Context: an optimization exercise on an open-source flow, tuned for small area. The choices shown serve that exercise and are no tape-out recipe.
At most, simulation tests tie the RTL to the original design; equivalence was not proved.
Only the layout flow was run in run 1; the RTL was not checked for function there.
Power figures rest on the tool's default switching activity, not on a simulated workload.

==> flow/design.v (outline; a module is shown in full before it is edited, if it fits) <==
// module color_tracker: 1498 lines
// module fa: 4 lines
// module ha: 4 lines
module color_tracker
(
    input   wire        clk         ,
    input   wire        rst_n       ,
    output  wire [15:0] pix_addr    ,
    output  wire        pix_rden    ,
    input   wire [15:0] pix_data    ,
    output  wire [7:0]  vga_r       ,
    output  wire [7:0]  vga_g       ,
    output  wire [7:0]  vga_b       ,
    output  reg         th_hsync    ,
    output  reg         th_vsync    ,
    output  wire [31:0] x_error     ,
    output  wire [31:0] h_error
 ) ;
function rge;
    input [15:0] a;
    input [15:0] b;
    integer i;
    reg c;
    begin
        c = 1'b1;
        for (i = 0; i < 16; i = i + 1)
            c = (a[i] & ~b[i]) | (~(a[i] ^ b[i]) & c);
  // ...
==> flow/flow/run.sh <==
#!/bin/bash
# The standard layout (standard.sh: the ORFS run) with these changes:
# - synthesis uses a copy of ORFS's scripts in ./scripts in which
#   * the logic is mapped with flow/abc.script, an area-oriented ABC script,
#     in place of abc_speed.script, and
#   * Yosys's adder extraction (extract_fa) runs only on the design's full
#     and half adder modules (fa, ha), not on the rest of the logic;
#   the registers are the standard synthesis's;
# - the buffers ORFS puts on every input and output port are the
#   platform's smallest buffer, sky130_fd_sc_hd__buf_1;
# - clock tree synthesis uses clkbuf_8 and inserts no dummy loads.
set -euo pipefail
rm -rf scripts
cp -r "$FLOW_HOME/scripts" scripts
cp flow/abc.script scripts/abc_speed.script
sed -i 's/^  extract_fa {\*}\[dont_use_extract_fa_args\]$/  extract_fa {*}[dont_use_extract_fa_args] fa ha/' scripts/synth.tcl
grep -q 'dont_use_extract_fa_args\] fa ha$' scripts/synth.tcl
bash standard.sh "SCRIPTS_DIR=$PWD/scripts" \
  "BUFFER_PORTS_ARGS=-buffer_cell sky130_fd_sc_hd__buf_1" \
  "CTS_ARGS=-sink_clustering_enable -repair_clock_nets -buf_list sky130_fd_sc_hd__clkbuf_8 -dont_use_dummy_load" \
  finish > standard_flow.log 2>&1
==> flow/flow/abc.script <==
&get -n
&st
&deepsyn -T 60
&dch
&nf -R 1000
&put
buffer -c
topo
stime -c
upsize -c
dnsize -c
==> flow/standard.sh <==
#!/bin/bash
# synth_recipe.tcl (not shown) runs the flow's synth.tcl, then flattens the netlist and writes it again
# the make line also repeats each setting of config.mk as NAME=value (left out here)
make -C /OpenROAD-flow-scripts/flow DESIGN_CONFIG=/design/flow/config.mk WORK_HOME=/design/flow/orfs CLKGATE_MAP_FILE= SYNTH_SCRIPT=/design/flow/synth_recipe.tcl "${@:-finish}"
==> flow/config.mk <==
export PLATFORM = sky130hd
export DESIGN_NAME = color_tracker
export DESIGN_NICKNAME = color_tracker
export VERILOG_FILES = /design/flow/design.v
export SDC_FILE = /design/flow/constraint.sdc
export NUM_CORES = 4
export LEC_CHECK = 0
export CAP_MARGIN = 20
export CORE_MARGIN = 2
export CORE_UTILIZATION = 65
export CTS_BUF_LIST = sky130_fd_sc_hd__clkbuf_8
export SLEW_MARGIN = 20
export SYNTH_HIERARCHICAL = 1
==> flow/constraint.sdc <==
create_clock -name core_clock -period 12.0 [get_ports {clk}]
set_input_delay 2.4000 -clock core_clock [delete_from_list [all_inputs] [get_ports {clk}]]
set_output_delay 2.4000 -clock core_clock [all_outputs]
set_load 0.01 [all_outputs]
==> summary.txt, run 1 <==
* Post-Synthesis Cells at about 1200
* Post-synthesis mux area share at 0.446%
* Ys async rst share at a little under three fifths
* Global placer's final weighted congestion at ~0.9
* Inst Count DP at 1477
* Clk pwr share at about a quarter
* Post-route DRC at 0
* I/O pin count at around 130
* Sequential share of power at slightly above 50%
* Die H at 137 um
* Total power at approximately 1200 uW
* Fmax at ~0.086 GHz
* Pre-antenna DRT Iters at 5
* Min-Delay Path Depth at 0
* CTS root buffer: clkbuf_8
* Comb pwr share at between 20% and 30%
* DP Wirelength at around 20 mm
* XOR/XNOR share of the synthesized area at 5.90%
* Final WL at roughly 26 mm
* Die area at ~0.019 sq mm
* FILL cells at roughly 1500
* Status: timing/DRC/antenna clean
* Met3 WL at 1.40 mm
* Syn_nets at 1351
* Later-pin clock latency in the skew report at ~0.46 ns
* ANT nets after route at 0
* Final setup viols at 0
* Startpoint Class: flip-flop
* Critical path depth at 25
* Initial antenna violation count at 0
* Clock Pin Slew Worst Setup and Hold Paths at 0.10 ns
* First-pass GRT wire length at approximately 42 mm
==> run 2, diff against run 1 <==
--- a/flow/design.v
+++ b/flow/design.v
@@ -682,37 +682,46 @@
 wire fs_531;
 wire fc_532;
 wire fs_533;
 wire fc_534;
 wire fs_535;
 wire fc_536;
 wire fs_537;
 wire fc_538;
-wire fs_539;
-wire fc_540;
+wire hs_539;
+wire hc_540;
 wire fs_541;
 wire fc_542;
 wire fs_543;
 wire fc_544;
-wire hs_545;
-wire hc_546;
+wire fs_545;
+wire fc_546;
 wire fs_547;
 wire fc_548;
 wire fs_549;
 wire fc_550;
 wire xs_551;
 wire xc_552;
 wire fs_553;
 wire fc_554;
 wire fs_555;
 wire fc_556;
-wire cs_557;
-wire cs_558;
-wire cs_559;
+wire fs_557;
+wire fc_558;
+wire fs_559;
+wire fc_560;
+wire fs_561;
+wire fc_562;
+wire cs_563;
+wire cs_564;
+wire cs_565;
+wire cs_566;
+wire cs_567;
+wire cs_568;
 wire [19:0] hv;
 assign ps_1 = d3[12] ^ d3[11];
 assign pc_2 = d3[12] & d3[11];
 assign ps_3 = d3[13] ^ d3[12] ^ pc_2;
 assign pc_4 = (d3[13] & d3[12]) | (pc_2 & (d3[13] ^ d3[12]));
 assign ps_5 = d3[14] ^ d3[13] ^ pc_4;
 assign pc_6 = (d3[14] & d3[13]) | (pc_4 & (d3[14] ^ d3[13]));
 assign ps_7 = d3[15] ^ d3[14] ^ pc_6;
@@ -1262,49 +1271,55 @@
 fa u_fa86 (.a(fs_489), .b(fc_488), .c(fc_522), .s(fs_523), .co(fc_524));
 fa u_fa87 (.a(fs_491), .b(fc_490), .c(fc_524), .s(fs_525), .co(fc_526));
 fa u_fa88 (.a(fs_493), .b(fc_492), .c(fc_526), .s(fs_527), .co(fc_528));
 fa u_fa89 (.a(fs_495), .b(fc_494), .c(fc_528), .s(fs_529), .co(fc_530));
 fa u_fa90 (.a(fs_497), .b(fc_496), .c(fc_530), .s(fs_531), .co(fc_532));
 fa u_fa91 (.a(fs_499), .b(fc_498), .c(fc_532), .s(fs_533), .co(fc_534));
 fa u_fa92 (.a(fs_501), .b(fc_500), .c(fc_534), .s(fs_535), .co(fc_536));
 fa u_fa93 (.a(fs_503), .b(fc_502), .c(fc_536), .s(fs_537), .co(fc_538));
-fa u_fa94 (.a(fs_505), .b(fc_504), .c(fc_538), .s(fs_539), .co(fc_540));
-fa u_fa95 (.a(fs_507), .b(fc_506), .c(fc_540), .s(fs_541), .co(fc_542));
-fa u_fa96 (.a(fs_509), .b(fc_508), .c(fc_542), .s(fs_543), .co(fc_544));
-ha u_ha9 (.a(hs_511), .b(fc_510), .s(hs_545), .co(hc_546));
-fa u_fa97 (.a(~wr_375), .b(hc_512), .c(hc_546), .s(fs_547), .co(fc_548));
+ha u_ha9 (.a(fs_505), .b(fc_504), .s(hs_539), .co(hc_540));
+fa u_fa94 (.a(fs_507), .b(fc_506), .c(hc_540), .s(fs_541), .co(fc_542));
+fa u_fa95 (.a(fs_509), .b(fc_508), .c(fc_542), .s(fs_543), .co(fc_544));
+fa u_fa96 (.a(hs_511), .b(fc_510), .c(fc_544), .s(fs_545), .co(fc_546));
+fa u_fa97 (.a(~wr_375), .b(hc_512), .c(fc_546), .s(fs_547), .co(fc_548));
 assign fs_549 = wr_376 ^ wr_375 ^ fc_548;
-assign xs_551 = ~(hs_511 ^ fc_510);
-assign xc_552 = (hs_511 | fc_510);
-fa u_fa99 (.a(~wr_375), .b(hc_512), .c(xc_552), .s(fs_553), .co(fc_554));
-assign fs_555 = wr_376 ^ wr_375 ^ fc_554;
-assign cs_557 = fc_544 ? xs_551 : hs_545;
-assign cs_558 = fc_544 ? fs_553 : fs_547;
-assign cs_559 = fc_544 ? fs_555 : fs_549;
+assign xs_551 = ~(fs_505 ^ fc_504);
+assign xc_552 = (fs_505 | fc_504);
+fa u_fa99 (.a(fs_507), .b(fc_506), .c(xc_552), .s(fs_553), .co(fc_554));
+fa u_fa100 (.a(fs_509), .b(fc_508), .c(fc_554), .s(fs_555), .co(fc_556));
+fa u_fa101 (.a(hs_511), .b(fc_510), .c(fc_556), .s(fs_557), .co(fc_558));
+fa u_fa102 (.a(~wr_375), .b(hc_512), .c(fc_558), .s(fs_559), .co(fc_560));
+assign fs_561 = wr_376 ^ wr_375 ^ fc_560;
+assign cs_563 = fc_538 ? xs_551 : hs_539;
+assign cs_564 = fc_538 ? fs_553 : fs_541;
+assign cs_565 = fc_538 ? fs_555 : fs_543;
+assign cs_566 = fc_538 ? fs_557 : fs_545;
+assign cs_567 = fc_538 ? fs_559 : fs_547;
+assign cs_568 = fc_538 ? fs_561 : fs_549;
 assign hv[0] = pp_287;
 assign hv[1] = hs_513;
 assign hv[2] = fs_515;
 assign hv[3] = fs_517;
 assign hv[4] = fs_519;
 assign hv[5] = fs_521;
 assign hv[6] = fs_523;
 assign hv[7] = fs_525;
 assign hv[8] = fs_527;
 assign hv[9] = fs_529;
 assign hv[10] = fs_531;
 assign hv[11] = fs_533;
 assign hv[12] = fs_535;
 assign hv[13] = fs_537;
-assign hv[14] = fs_539;
-assign hv[15] = fs_541;
-assign hv[16] = fs_543;
-assign hv[17] = cs_557;
-assign hv[18] = cs_558;
-assign hv[19] = cs_559;
+assign hv[14] = cs_563;
+assign hv[15] = cs_564;
+assign hv[16] = cs_565;
+assign hv[17] = cs_566;
+assign hv[18] = cs_567;
+assign hv[19] = cs_568;
 wire h_end = (h == 10'd800);
 wire h_200 = (h == 10'd200);
 always @(posedge clk or negedge rst_n) begin
     if (!rst_n)     h <= 10'd636;
     else if (h_end) h <= 10'd0;
     else            h <= h_inc;
 end
 always @(posedge clk or negedge rst_n) begin
--- a/flow/flow/run.sh
+++ b/flow/flow/run.sh
@@ -12,10 +12,10 @@
 set -euo pipefail
 rm -rf scripts
 cp -r "$FLOW_HOME/scripts" scripts
 cp flow/abc.script scripts/abc_speed.script
 sed -i 's/^  extract_fa {\*}\[dont_use_extract_fa_args\]$/  extract_fa {*}[dont_use_extract_fa_args] fa ha/' scripts/synth.tcl
 grep -q 'dont_use_extract_fa_args\] fa ha$' scripts/synth.tcl
 bash standard.sh "SCRIPTS_DIR=$PWD/scripts" \
   "BUFFER_PORTS_ARGS=-buffer_cell sky130_fd_sc_hd__buf_1" \
-  "CTS_ARGS=-sink_clustering_enable -repair_clock_nets -buf_list sky130_fd_sc_hd__clkbuf_8 -dont_use_dummy_load" \
+  "CTS_ARGS=-sink_clustering_enable -repair_clock_nets -buf_list {sky130_fd_sc_hd__clkbuf_4 sky130_fd_sc_hd__clkbuf_8} -dont_use_dummy_load" \
   finish > standard_flow.log 2>&1
==> run 2 against run 1 <==
Effect of this change:
- final cell count is 1.1% lower
- total power is 2.5% higher
- final area is 1.0% lower
- synthesized area is 0.18% higher
- global-route usage is 0.86 points lower
- sequential share of layout area is 0.33 points higher
- sequential power is 3.3% lower
- critical path type unchanged
- critical endpoint is now h_error[19]
==> summary.txt, run 2 <==
* Post-synth EDFFs at 0 (unchanged)
* Post-route DRC at 0 (unchanged)
* Final slew viol count at 0 (unchanged)
* Ys async rst share at 55.2% (unchanged)
* Hold_ws at 0.321 ns (was 0.309 ns)
* H-Tree Depth at 4 (unchanged)
* Fmax at 0.0866 GHz (was 0.0856 GHz)
* Register area at 0.00378 sq mm (unchanged)
* Worst path max stage delay at 0.55 ns (was 0.54 ns)
* First-pass GRT wire length at 41.1 mm (was 42.4 mm)
* Crit-path cells: nand2b_1 -> fa_1 -> fa_1 -> fa_1 -> fa_1 -> fa_1 -> fa_1 -> fa_1 -> or3_1 -> fa_1 -> fa_1 -> fa_1 -> fa_1 -> fa_1 -> fa_1 -> fa_1 -> fa_1 -> fa_1 -> mux2i_1 -> xnor2_2 -> buf_1
* Startpoint Class: flip-flop (unchanged)
* Peak VDD IR at 0.119 mV (was 0.122 mV)
* Total GRT Usage at 27.9% (was 28.8%)
* Setup ws final at 0.450 ns (was 0.318 ns)
* Max-slew headroom at 24.5% (was 22.5%)
* Pre-antenna DRT Iters at 7 (was 5)
* FILL cells at 1423 (was 1462)
* Worst clock skew at 0.0302 ns (was 0.0446 ns)
* P_leak at 0.00496 uW (was 0.00505 uW)
* Post-Synthesis Cells at 1221 (was 1226)
* Final worst path period share at 96.2% (was 97.3%)
* #FFs+latches synth at 165 (unchanged)
* Pwr/cell area at 107 mW/mm^2 (was 103 mW/mm^2)
* Unrepaired setup endpoints after global routing: no (unchanged)
* Global placer's final weighted congestion at 0.943 (was 0.900)
* Synth top area share at 17.5% (was 17.1%)
* Post-layout nets at 1386 (was 1400)
* Final Hold Violating Endpoints at 0 (unchanged)
* Critical path class: flip-flop to output port (unchanged)
* Die H at 137 um (about the same)
* Later-pin clock latency in the skew report at 0.46 ns (about the same)
* Crit path time final at 11.55 ns (was 11.68 ns)
* Post_cts resized at 0 (was 23)
* Initial antenna violation count at 0 (unchanged)
* Share of post-route cells with drive strength above 1 at 5.33% (was 9.66%)
* Rows at 48 (unchanged)
* Vias per cell at 5.92 (was 5.96)
* Avg Cell Area, Syn at 9.44 sq um (was 9.39 sq um)
* Core box area at 0.0173 sq mm (unchanged)
* Critical path peak fanout at 13 (was 7)
* Area delta synth->final at 3.37% (was 4.64%)
* Starting density of the core at 66.6% (was 66.5%)
* Vias at 8764 (was 8922)
* CTS root buffer: clkbuf_8 (unchanged)
* WP data arrival at 9.15 ns (was 9.28 ns)
* Status: timing/DRC/antenna clean (unchanged)
* Starting DRC count in detailed routing at 701 (was 716)
* Most frequent cell after synthesis: fa_1 (was nand2_1)
* Top cell type by total area after synthesis: fa_1 (unchanged)
* Worst-Margin Slew at 1.13 ns (was 1.16 ns)
* Worst EP required at 9.60 ns (about the same)
* YS warnings at 7 (unchanged)
* Setup TNS Final at 0 ns (unchanged)
* Ys flop type: dfxtp_1 (unchanged)
* Post-CTS Setup Bufs at 0 (was 3)
* Synth cell types at 72 (was 87)
* Slowest-stage cell, CP: fa_1 (unchanged)
* GR Overflow Total at 0 (unchanged)
* I/O pin count at 125 (unchanged)
* Top cells by count, synth: 101 x fa_1, 98 x nand2_1, 94 x nor2_1 (was 102 x nand2_1, 98 x fa_1, 90 x and2_1, 90 x nor2_1, 74 x dfxtp_1)
* Syn_nets at 1349 (was 1351)
* Pin count of the biggest net entering global routing at 55 (was 78)
* Area of the multi-input gates at 0.00685 sq mm (was 0.00686 sq mm)
* Max-cap violations at 0 (unchanged)
* WP buf/inv at 1 (was 2)
* Synth Cell Area at 0.0115 sq mm (about the same)
* Hold Path Class: flip-flop to flip-flop (unchanged)
* Worst Setup End Kind: output port (unchanged)
* Final WL at 25.1 mm (was 26.0 mm)
* Place WS at 0.679 ns (was 0.00726 ns)
* Area contributors post-synth: fa_1 18%, dfrtp_1 15%, dfxtp_1 13%, and2_1 5.0%, dfstp_2 4.8% (was fa_1 17%, dfrtp_1 15%, dfxtp_1 13%, and2_1 4.9%, dfstp_2 4.8%)
* Final setup viols at 0 (unchanged)
* CTS tree: yes (unchanged)
* Most used cell, CP: fa_1 (was fa_2)
* Clock sink count at 165 (unchanged)
* CP delay by family, top: adder cells (unchanged)
* Die area at 0.0188 sq mm (about the same)
* Port bufs at 124 (unchanged)
* N_diodes at 0 (unchanged)
* Longest Clk Path Bufs at 2 (unchanged)
* Sequential-to-total area share from yosys stat at 32.8% (was 32.9%)
* ANT nets after route at 0 (unchanged)
* Most frequent cells in the layout: 123 x buf_1, 101 x fa_1, 98 x nand2_1, 94 x nor2_1, 92 x and2_1 (was 110 x buf_1, 102 x nand2_1, 90 x nor2_1, 90 x and2_1, 79 x fa_1)
* WL per Instance at 16.9 um (was 17.4 um)
* CTS Buf Count at 17 (unchanged)
* Hold_buf cts at 0 (unchanged)
* DP Wirelength at 19.3 mm (was 19.7 mm)
* Most common cell after layout, fill and taps aside: buf_1 (unchanged)
* Vias in the first global route at 8281 (was 8598)
* Die X at 137 um (about the same)
* Clock Pin Slew Worst Setup and Hold Paths at 0.09 ns (was 0.10 ns)
run 2: layer usage:
metal	routed length [um]	up-vias	GRT usage, %
li1	-	4152	-
met1	11500	4216	41.0
met2	11300	361	42.7
met3	1930	35	6.00
met4	306	0	6.30
met5	0	-	0
run 2: power by group:
| part | leakage, uW | internal [uW] | switching [uW] |
|---|---|---|---|
| clock | 0.000122 | 125 | 173 |
| sequential | 0.00171 | 586 | 26.2 |
| combinational | 0.00313 | 166 | 197 |
| total | 0.00496 | 877 | 396 |
run 2: final cells by class:
cell class	count	area share [%]
multi-input cells	877	57.5
well taps	225	2.36
inverters	67	2.11
repair buffers	130	4.32
flip-flops and latches	165	31.8
clock buffers	17	1.96
run 2: cell families (layout without fill, tap and decap cells):
family | Yosys count | after routing | synth area share [%]
buf+inv | 179 | 214 | 7.89
mux | 8 | 8 | 0.738
xor+xnor | 74 | 74 | 5.99
other cells | 1 | 1 | 0.0325
simple gates | 434 | 434 | 19.1
fa+ha+maj | 121 | 121 | 19.5
compound gates | 239 | 239 | 13.9
flops | 165 | 165 | 32.8
run 2: through the flow:
step                instances  total power (uW)  util [%]  area [sq um]
global route             1481              1350      68.9         11900
detailed placement       1464               984      67.5         11700
global placement         1464               978      67.5         11700
CTS                      1481              1280      68.8         11900
finish                   1481              1270      68.9         11900
floorplan                1221               916         -         11500
run 2: final timing paths:
check / cells past startpoint / start / slack [ns] / to
max in group asynchronous: 2 / rst_n / 8.94 / or_r[0]
max reg2reg: 18 / x1[0] / 6.33 / or_g[2]
max: 21 / y1[0] / 0.45 / h_error[19]
min reg2reg: 0 / d1[15] / 0.32 / d2[15]
min: 0 / d1[15] / 0.32 / d2[15]
min in group asynchronous: 1 / rst_n / 1.94 / cnt[5]
run 2: worst reg2reg max path: stages, from the launching register on:
cell	delay [ns]
dfrtp_1	0.41
and2_1	0.21
fa_1	0.39
fa_1	0.40
fa_1	0.39
fa_1	0.39
fa_1	0.40
fa_1	0.39
fa_1	0.57
xnor2_1	0.16
o221ai_1	0.14
nand4b_1	0.23
nor4_1	0.20
nand3_1	0.11
nand3_1	0.18
nor2_1	0.09
nor4_2	0.56
buf_4	0.28
a21o_1	0.11
run 2: Yosys stat by module, one instance, submodules excluded:
module	flops+latches	cells	times used	cell area (sq um)
color_tracker	165	1111	1	9390
fa	0	1	101	20.0
ha	0	1	9	12.5
==> run 3, diff against run 2 <==
--- a/flow/flow/run.sh
+++ b/flow/flow/run.sh
@@ -17,5 +17,5 @@
 grep -q 'dont_use_extract_fa_args\] fa ha$' scripts/synth.tcl
 bash standard.sh "SCRIPTS_DIR=$PWD/scripts" \
   "BUFFER_PORTS_ARGS=-buffer_cell sky130_fd_sc_hd__buf_1" \
-  "CTS_ARGS=-sink_clustering_enable -repair_clock_nets -buf_list {sky130_fd_sc_hd__clkbuf_4 sky130_fd_sc_hd__clkbuf_8} -dont_use_dummy_load" \
+  "CTS_ARGS=-sink_clustering_enable -repair_clock_nets -buf_list sky130_fd_sc_hd__clkbuf_8 -dont_use_dummy_load" \
   finish > standard_flow.log 2>&1
==> run 3 against run 2 <==
Effect of this change:
- global-route usage is the same
- via count did not move
- utilization unchanged
- setup slack is the same
- total power did not move
- sequential share of layout area did not move
- clock power hardly changed
- still clean on timing, DRC and antenna
- largest cell class unchanged
- synthesized cell count is the same
- sequential cell count did not move
==> summary.txt, run 3 <==
* Die H at 137 um (unchanged)
* Synth top area share at 17.5% (unchanged)
* Ys async rst share at 55.2% (unchanged)
* Worst reg2reg endpoint: or_g[2] (unchanged)
* Most common cell after layout, fill and taps aside: buf_1 (unchanged)
* Port bufs at 124 (unchanged)
* Most frequent cells in the layout: 123 x buf_1, 101 x fa_1, 98 x nand2_1, 94 x nor2_1, 92 x and2_1 (unchanged)
* ANT nets after route at 0 (unchanged)
* Worst-Margin Slew at 1.13 ns (unchanged)
* Post_cts resized at 0 (unchanged)
* Sequential-to-total area share from yosys stat at 32.8% (unchanged)
* Hold Path Class: flip-flop to flip-flop (unchanged)
* Vias in the first global route at 8281 (unchanged)
* Rows at 48 (unchanged)
* Setup TNS Final at 0 ns (unchanged)
* Crit path time final at 11.55 ns (unchanged)
* Final Hold Violating Endpoints at 0 (unchanged)
* H-Tree Depth at 4 (unchanged)
* Starting DRC count in detailed routing at 701 (unchanged)
* Hold endpoint: d2[15] (unchanged)
* Hold_buf cts at 0 (unchanged)
* Global placer's final weighted congestion at 0.943 (unchanged)
* Post-synth EDFFs at 0 (unchanged)
* Initial antenna violation count at 0 (unchanged)
* Die X at 137 um (unchanged)
* Hold_ws at 0.321 ns (unchanged)
* Area of the multi-input gates at 0.00685 sq mm (unchanged)
* GR Overflow Total at 0 (unchanged)
* Critical path peak fanout at 13 (unchanged)
* Area delta synth->final at 3.37% (unchanged)
* WL per Instance at 16.9 um (unchanged)
* Worst Setup End Kind: output port (unchanged)
* FILL cells at 1423 (unchanged)
* Vias at 8764 (unchanged)
* Pwr/cell area at 107 mW/mm^2 (unchanged)
* Post-route DRC at 0 (unchanged)
* Post-CTS Setup Bufs at 0 (unchanged)
* Critical path class: flip-flop to output port (unchanged)
* Post-layout nets at 1386 (unchanged)
* Vias per cell at 5.92 (unchanged)
* Peak VDD IR at 0.119 mV (unchanged)
* CTS Buf Count at 17 (unchanged)
* Synth cell types at 72 (unchanged)
* Max-slew headroom at 24.5% (unchanged)
* Final setup viols at 0 (unchanged)
* Top cell type by total area after synthesis: fa_1 (unchanged)
* Final slew viol count at 0 (unchanged)
* Startpoint of the worst hold path: d1[15] (unchanged)
* Syn_nets at 1349 (unchanged)
* Pin count of the biggest net entering global routing at 55 (unchanged)
* Core box area at 0.0173 sq mm (unchanged)
* Final worst path period share at 96.2% (unchanged)
* Fmax at 0.0866 GHz (unchanged)
* Starting density of the core at 66.6% (unchanged)
* Clock sink count at 165 (unchanged)
* Most frequent cell after synthesis: fa_1 (unchanged)
* Total GRT Usage at 27.9% (unchanged)
* CTS tree: yes (unchanged)
* #FFs+latches synth at 165 (unchanged)
* R2R Path Start: x1[0] (unchanged)
* CTS root buffer: clkbuf_8 (unchanged)
* Longest Clk Path Bufs at 2 (unchanged)
* Unrepaired setup endpoints after global routing: no (unchanged)
* YS warnings at 7 (unchanged)
* Top cells by count, synth: 101 x fa_1, 98 x nand2_1, 94 x nor2_1 (unchanged)
* FF-to-FF path depth at 18 (unchanged)
* N_diodes at 0 (unchanged)
* Share of post-route cells with drive strength above 1 at 5.33% (unchanged)
* Final WL at 25.1 mm (unchanged)
* Ys flop type: dfxtp_1 (unchanged)
* P_leak at 0.00496 uW (unchanged)
* I/O pin count at 125 (unchanged)
* Register area at 0.00378 sq mm (unchanged)
* Status: timing/DRC/antenna clean (unchanged)
* Startpoint Class: flip-flop (unchanged)
* WP data arrival at 9.15 ns (about the same)
* DP Wirelength at 19.3 mm (unchanged)
* Worst setup startpoint: y1[0] (unchanged)
* Synth Cell Area at 0.0115 sq mm (unchanged)
* Flop-to-flop setup slack at 6.33 ns (about the same)
* First-pass GRT wire length at 41.1 mm (unchanged)
* Max-cap violations at 0 (unchanged)
* Avg Cell Area, Syn at 9.44 sq um (unchanged)
* Pre-antenna DRT Iters at 7 (unchanged)
* Die area at 0.0188 sq mm (unchanged)
* Worst clock skew at 0.0302 ns (unchanged)
* Clock Pin Slew Worst Setup and Hold Paths at 0.09 ns (about the same)
* Post-Synthesis Cells at 1221 (unchanged)
* Min-Delay Path Depth at 0 (unchanged)
* Area contributors post-synth: fa_1 18%, dfrtp_1 15%, dfxtp_1 13%, and2_1 5.0%, dfstp_2 4.8% (unchanged)
* Later-pin clock latency in the skew report at 0.46 ns (about the same)
* Worst EP required at 9.60 ns (about the same)
* Final core occ at 68.9% (unchanged)
-- run 3: cell counts after synthesis --
No cell type changed its count.
-- run 3: cells by family after synthesis --
group,Yosys count,share of synthesized area (%)
other,1,0.0325
multiplexers,8,0.738
AND/OR/NAND/NOR,434,19.1
flip-flops,165,32.8
AO/OA/AOI/OAI,239,13.9
adder cells (fa/ha/maj),121,19.5
buffers and inverters,179,7.89
XOR/XNOR,74,5.99
-- run 3: worst max path at each step --
| stage | cells after the start | slack [ns] | endpoint |
|---|---|---|---|
| after floorplan | 23 | 1.0 | h_error[19] |
| after global placement | 21 | 0.84 | h_error[19] |
| after detailed placement | 21 | 0.68 | h_error[19] |
| after CTS | 21 | 0.17 | h_error[19] |
| after global routing | 21 | 0.08 | h_error[28] |
| final | 21 | 0.45 | h_error[19] |
-- run 3: metal layers --
| layer | up-vias | wire (um) | GRT usage (%) |
|---|---|---|---|
| li1 | 4152 | - | - |
| met1 | 4216 | 11500 | 41.0 |
| met2 | 361 | 11300 | 42.7 |
| met3 | 35 | 1930 | 6.00 |
| met4 | 0 | 306 | 6.30 |
| met5 | - | 0 | 0 |
-- run 3: worst max-delay path: stages (launching register included) --
cell,delay [ns]
dfrtp_1,0.43
nand2b_1,0.18
fa_1,0.39
fa_1,0.39
fa_1,0.39
fa_1,0.39
fa_1,0.39
fa_1,0.40
fa_1,0.55
or3_1,0.45
fa_1,0.53
fa_1,0.44
fa_1,0.48
fa_1,0.44
fa_1,0.39
fa_1,0.39
fa_1,0.38
fa_1,0.39
fa_1,0.52
mux2i_1,0.20
xnor2_2,0.38
buf_1,0.20
-- run 3: per-module statistics from Yosys, one instance, submodules excluded --
module | copies in the design | flops+latches | cells
ha | 9 | 0 | 1
fa | 101 | 0 | 1
color_tracker | 1 | 165 | 1111
-- run 3: stage by stage --
step / cells / power (uW) / cell area, sq um / setup WS [ns]
after floorplan: 1221 / 916 / 11500 / 0.999
after detailed placement: 1464 / 984 / 11700 / 0.679
final: 1481 / 1270 / 11900 / 0.450
after global placement: 1464 / 978 / 11700 / 0.841
after CTS: 1481 / 1280 / 11900 / 0.170
after global routing: 1481 / 1350 / 11900 / 0.0765
-- run 3: power by group --
part | total [uW] | internal, uW | switching (uW)
Sequential | 612 | 586 | 26.2
Clock | 298 | 125 | 173
Combinational | 364 | 166 | 197
-- run 3: layout make-up --
class | instances | share of cell area (%)
Clock buffer | 17 | 1.96
Inverter | 67 | 2.11
Multi-Input combinational cell | 877 | 57.5
Sequential cell | 165 | 31.8
Tap cell | 225 | 2.36
Timing Repair Buffer | 130 | 4.32
==> run 4, diff against run 3 <==
--- a/flow/config.mk
+++ b/flow/config.mk
@@ -7,7 +7,7 @@
 export LEC_CHECK = 0
 export CAP_MARGIN = 20
 export CORE_MARGIN = 2
-export CORE_UTILIZATION = 65
+export CORE_UTILIZATION = 80
 export CTS_BUF_LIST = sky130_fd_sc_hd__clkbuf_8
 export SLEW_MARGIN = 20
 export SYNTH_HIERARCHICAL = 1
==> run 4 against run 3 <==
Effect of this change:
- still clean on timing, DRC and antenna
- final cell count fell by 3.0%
- synthesized area did not move
- critical path depth rose by 1
==> summary.txt, run 4 <==
* R2R Path Start: d3[5] (was x1[0])
* Initial antenna violation count at 0 (unchanged)
* Starting DRC count in detailed routing at 1062 (was 701)
* Most frequent cell after synthesis: fa_1 (unchanged)
* Peak VDD IR at 0.136 mV (was 0.119 mV)
* DR WL met2 at 13.9 mm (was 11.3 mm)
* Flop-to-flop setup slack at 6.17 ns (was 6.33 ns)
* Final worst path period share at 97.3% (was 96.2%)
* Fmax at 0.0856 GHz (was 0.0866 GHz)
* H-Tree Depth at 4 (unchanged)
* Post-layout nets at 1386 (unchanged)
* Later-pin clock latency in the skew report at 0.47 ns (was 0.46 ns)
* Share of post-route cells with drive strength above 1 at 5.57% (was 5.33%)
* Die X at 124 um (was 137 um)
* Vias at 9483 (was 8764)
* Final WL at 28.9 mm (was 25.1 mm)
* Most common cell after layout, fill and taps aside: buf_1 (unchanged)
* Met1 Routed Length at 11.1 mm (was 11.5 mm)
* Post-synth EDFFs at 0 (unchanged)
* N_diodes at 0 (unchanged)
* First-pass GRT wire length at 45.5 mm (was 41.1 mm)
* I/O pin count at 125 (unchanged)
* Post-route DRC at 0 (unchanged)
* Final Hold Violating Endpoints at 0 (unchanged)
* Synth cell types at 72 (unchanged)
* Top cell type by total area after synthesis: fa_1 (unchanged)
* FF-to-FF path depth at 20 (was 18)
* WL per Instance at 20.1 um (was 16.9 um)
* Sequential-to-total area share from yosys stat at 32.8% (unchanged)
* Max-cap violations at 0 (unchanged)
* Min-Delay Path Depth at 0 (unchanged)
* Worst EP required at 9.60 ns (about the same)
* Critical path peak fanout at 13 (unchanged)
* Final slew viol count at 0 (unchanged)
* Synth top area share at 17.5% (unchanged)
* Ys async rst share at 55.2% (unchanged)
* Core box area at 0.0140 sq mm (was 0.0173 sq mm)
* #FFs+latches synth at 165 (unchanged)
* ANT nets after route at 0 (unchanged)
* Final core occ at 84.9% (was 68.9%)
* FILL cells at 808 (was 1423)
* Die H at 124 um (was 137 um)
* Ys flop type: dfxtp_1 (unchanged)
* Worst reg2reg endpoint: nb0 (was or_g[2])
* GR Overflow Total at 0 (unchanged)
* DP Wirelength at 21.1 mm (was 19.3 mm)
* Max-slew headroom at 34.2% (was 24.5%)
* Startpoint of the worst hold path: d2[14] (was d1[15])
* Avg Cell Area, Syn at 9.44 sq um (unchanged)
* Post-Synthesis Cells at 1221 (unchanged)
* Worst clock skew at 0.0222 ns (was 0.0302 ns)
* Syn_nets at 1349 (unchanged)
* CTS Buf Count at 17 (unchanged)
* Area delta synth->final at 3.00% (was 3.37%)
* Status: timing/DRC/antenna clean (unchanged)
* Pre-antenna DRT Iters at 7 (unchanged)
* Hold Path Class: flip-flop to flip-flop (unchanged)
* Rows at 43 (was 48)
* P_leak at 0.00496 uW (about the same)
* Place WS at 0.602 ns (was 0.679 ns)
* Total power at 1290 uW (was 1270 uW)
* Worst-Margin Slew at 0.979 ns (was 1.13 ns)
* Hold endpoint: d3[14] (was d2[15])
* Pwr/cell area at 109 mW/mm^2 (was 107 mW/mm^2)
* Most frequent cells in the layout: 123 x buf_1, 100 x fa_1, 98 x nand2_1, 94 x nor2_1, 92 x and2_1 (was 123 x buf_1, 101 x fa_1, 98 x nand2_1, 94 x nor2_1, 92 x and2_1)
* Startpoint Class: flip-flop (unchanged)
* Crit path time final at 11.68 ns (was 11.55 ns)
* Met3 WL at 2.89 mm (was 1.93 mm)
* Hold_buf cts at 0 (unchanged)
* Clock Pin Slew Worst Setup and Hold Paths at 0.08 ns (was 0.09 ns)
* Clock sink count at 165 (unchanged)
* CTS root buffer: clkbuf_8 (unchanged)
* Worst setup startpoint: y1[0] (unchanged)
* Total GRT Usage at 38.8% (was 27.9%)
* Setup ws final at 0.321 ns (was 0.450 ns)
* Critical path class: flip-flop to output port (unchanged)
* Worst Setup End Kind: output port (unchanged)
* Top cells by count, synth: 101 x fa_1, 98 x nand2_1, 94 x nor2_1 (unchanged)
* WP data arrival at 9.28 ns (was 9.15 ns)
* YS warnings at 7 (unchanged)
* Global placer's final weighted congestion at 0.954 (was 0.943)
* Area contributors post-synth: fa_1 18%, dfrtp_1 15%, dfxtp_1 13%, and2_1 5.0%, dfstp_2 4.8% (unchanged)
* CTS tree: yes (unchanged)
* Highest metal used: met4 (unchanged)
* Die area at 0.0154 sq mm (was 0.0188 sq mm)
* Longest Clk Path Bufs at 2 (unchanged)
* Vias per cell at 6.60 (was 5.92)
* Vias in the first global route at 9266 (was 8281)
* Starting density of the core at 82.4% (was 66.6%)
* Pin count of the biggest net entering global routing at 69 (was 55)
* Synth Cell Area at 0.0115 sq mm (unchanged)
* Final setup viols at 0 (unchanged)
* Port bufs at 124 (unchanged)
run 4: cell counts after synthesis:
No cell type changed its count.
run 4: timing repair:
item                       in CTS  in global routing
setup endpoints to repair       0                 13
resized for setup               0                  2
setup buffers                   0                  1
run 4: cell type report:
type	instances	area [sq um]	area share, %
multi-input cells	877	6860	57.8
flip-flops and latches	165	3780	31.9
repair buffers	130	514	4.33
inverters	67	251	2.12
clock buffers	17	234	1.97
well taps	180	225	1.90
run 4: kinds of logic (layout without fill, tap and decap cells):
kind of cell | count (synthesis) | count (layout) | synth area share [%]
simple gates | 434 | 434 | 19.1
compound gates | 239 | 239 | 13.9
buf+inv | 179 | 214 | 7.89
flops | 165 | 165 | 32.8
fa+ha+maj | 121 | 121 | 19.5
xor+xnor | 74 | 74 | 5.99
mux | 8 | 8 | 0.738
other cells | 1 | 1 | 0.0325
run 4: report_power, final:
group / switching [uW] / internal (uW)
sequential: 28.2 / 586
combinational: 213 / 167
clock: 172 / 125
run 4: how the worst max path moves through the flow:
stage / endpoint / slack, ns / cells after the start
finish: h_error[20] / 0.32 / 22
global route: h_error[24] / -0.02 / 22
CTS: h_error[22] / 0.008 / 21
detailed placement: h_error[29] / 0.60 / 21
global placement: h_error[22] / 0.88 / 21
floorplan: h_error[19] / 1.0 / 23
run 4: critical path, stage by stage (launching register included):
cell,delay (ns)
dfrtp_1,0.42
nand2b_1,0.18
fa_1,0.38
fa_1,0.39
fa_1,0.39
fa_1,0.38
fa_1,0.81
and2_1,0.22
fa_1,0.43
fa_1,0.51
fa_1,0.44
fa_1,0.44
fa_1,0.39
fa_1,0.41
fa_1,0.41
fa_1,0.39
fa_1,0.38
fa_1,0.39
fa_1,0.55
mux2i_1,0.35
xnor2_2,0.15
buf_4,0.19
buf_1,0.18
run 4: metal layers:
metal / GRT usage (%) / up-vias
li1: - / 4149
met3: 9.84 / 112
met4: 14.7 / 0
met1: 50.5 / 4596
met2: 62.8 / 626
met5: 0 / -
run 4: metrics by stage:
step,hold slack (ns),cells,TNS [ns],area [sq um]
floorplan,0.310,1221,0,11500
global placement,0.310,1418,0,11600
detailed placement,0.312,1418,0,11600
CTS,0.328,1435,0,11800
global route,0.334,1436,-0.109,11900
finish,0.331,1436,0,11900
run 4: Yosys stat by module (local to each module, per instance):
module         cells inside  times used  cell area (sq um)  flip-flops and latches
fa                        1         101               20.0                       0
color_tracker          1111           1               9390                     165
ha                        1           9               12.5                       0

[re-timing with driven ports]
In the flow no input, the clock included, has a driving cell. The finished layouts below were timed again as built, in two steps. Step 1 (the two cells are an assumption about what drives the block):
set clk [get_ports {clk}]
set_driving_cell -lib_cell sky130_fd_sc_hd__clkbuf_16 $clk
set_driving_cell -lib_cell sky130_fd_sc_hd__buf_2 [delete_from_list [all_inputs] $clk]
Step 2 also shifts input and output timing later by t, the mid clock arrival at the registers, as if the neighbouring blocks saw the same clock. Three values: no drivers, after step 1, after step 2; two values: the first two.
run | t (ns) | slack for setup (ns) | worst register clock-pin slew, ns | worst slew at a driven data input, ns | pins driven straight from the clock port
run 1 | 0.477 | 0.318 / 0.277 / 0.754 | 0.11 / 0.11 | 0.04 | 1
run 2 | 0.475 | 0.450 / 0.415 / 0.890 | 0.09 / 0.09 | 0.04 | 1
run 3 | 0.475 | 0.450 / 0.415 / 0.890 | 0.09 / 0.09 | 0.04 | 1
run 4 | 0.499 | 0.321 / 0.283 / 0.783 | 0.08 / 0.08 | 0.03 | 1
After both steps setup and hold are still met in every run listed.
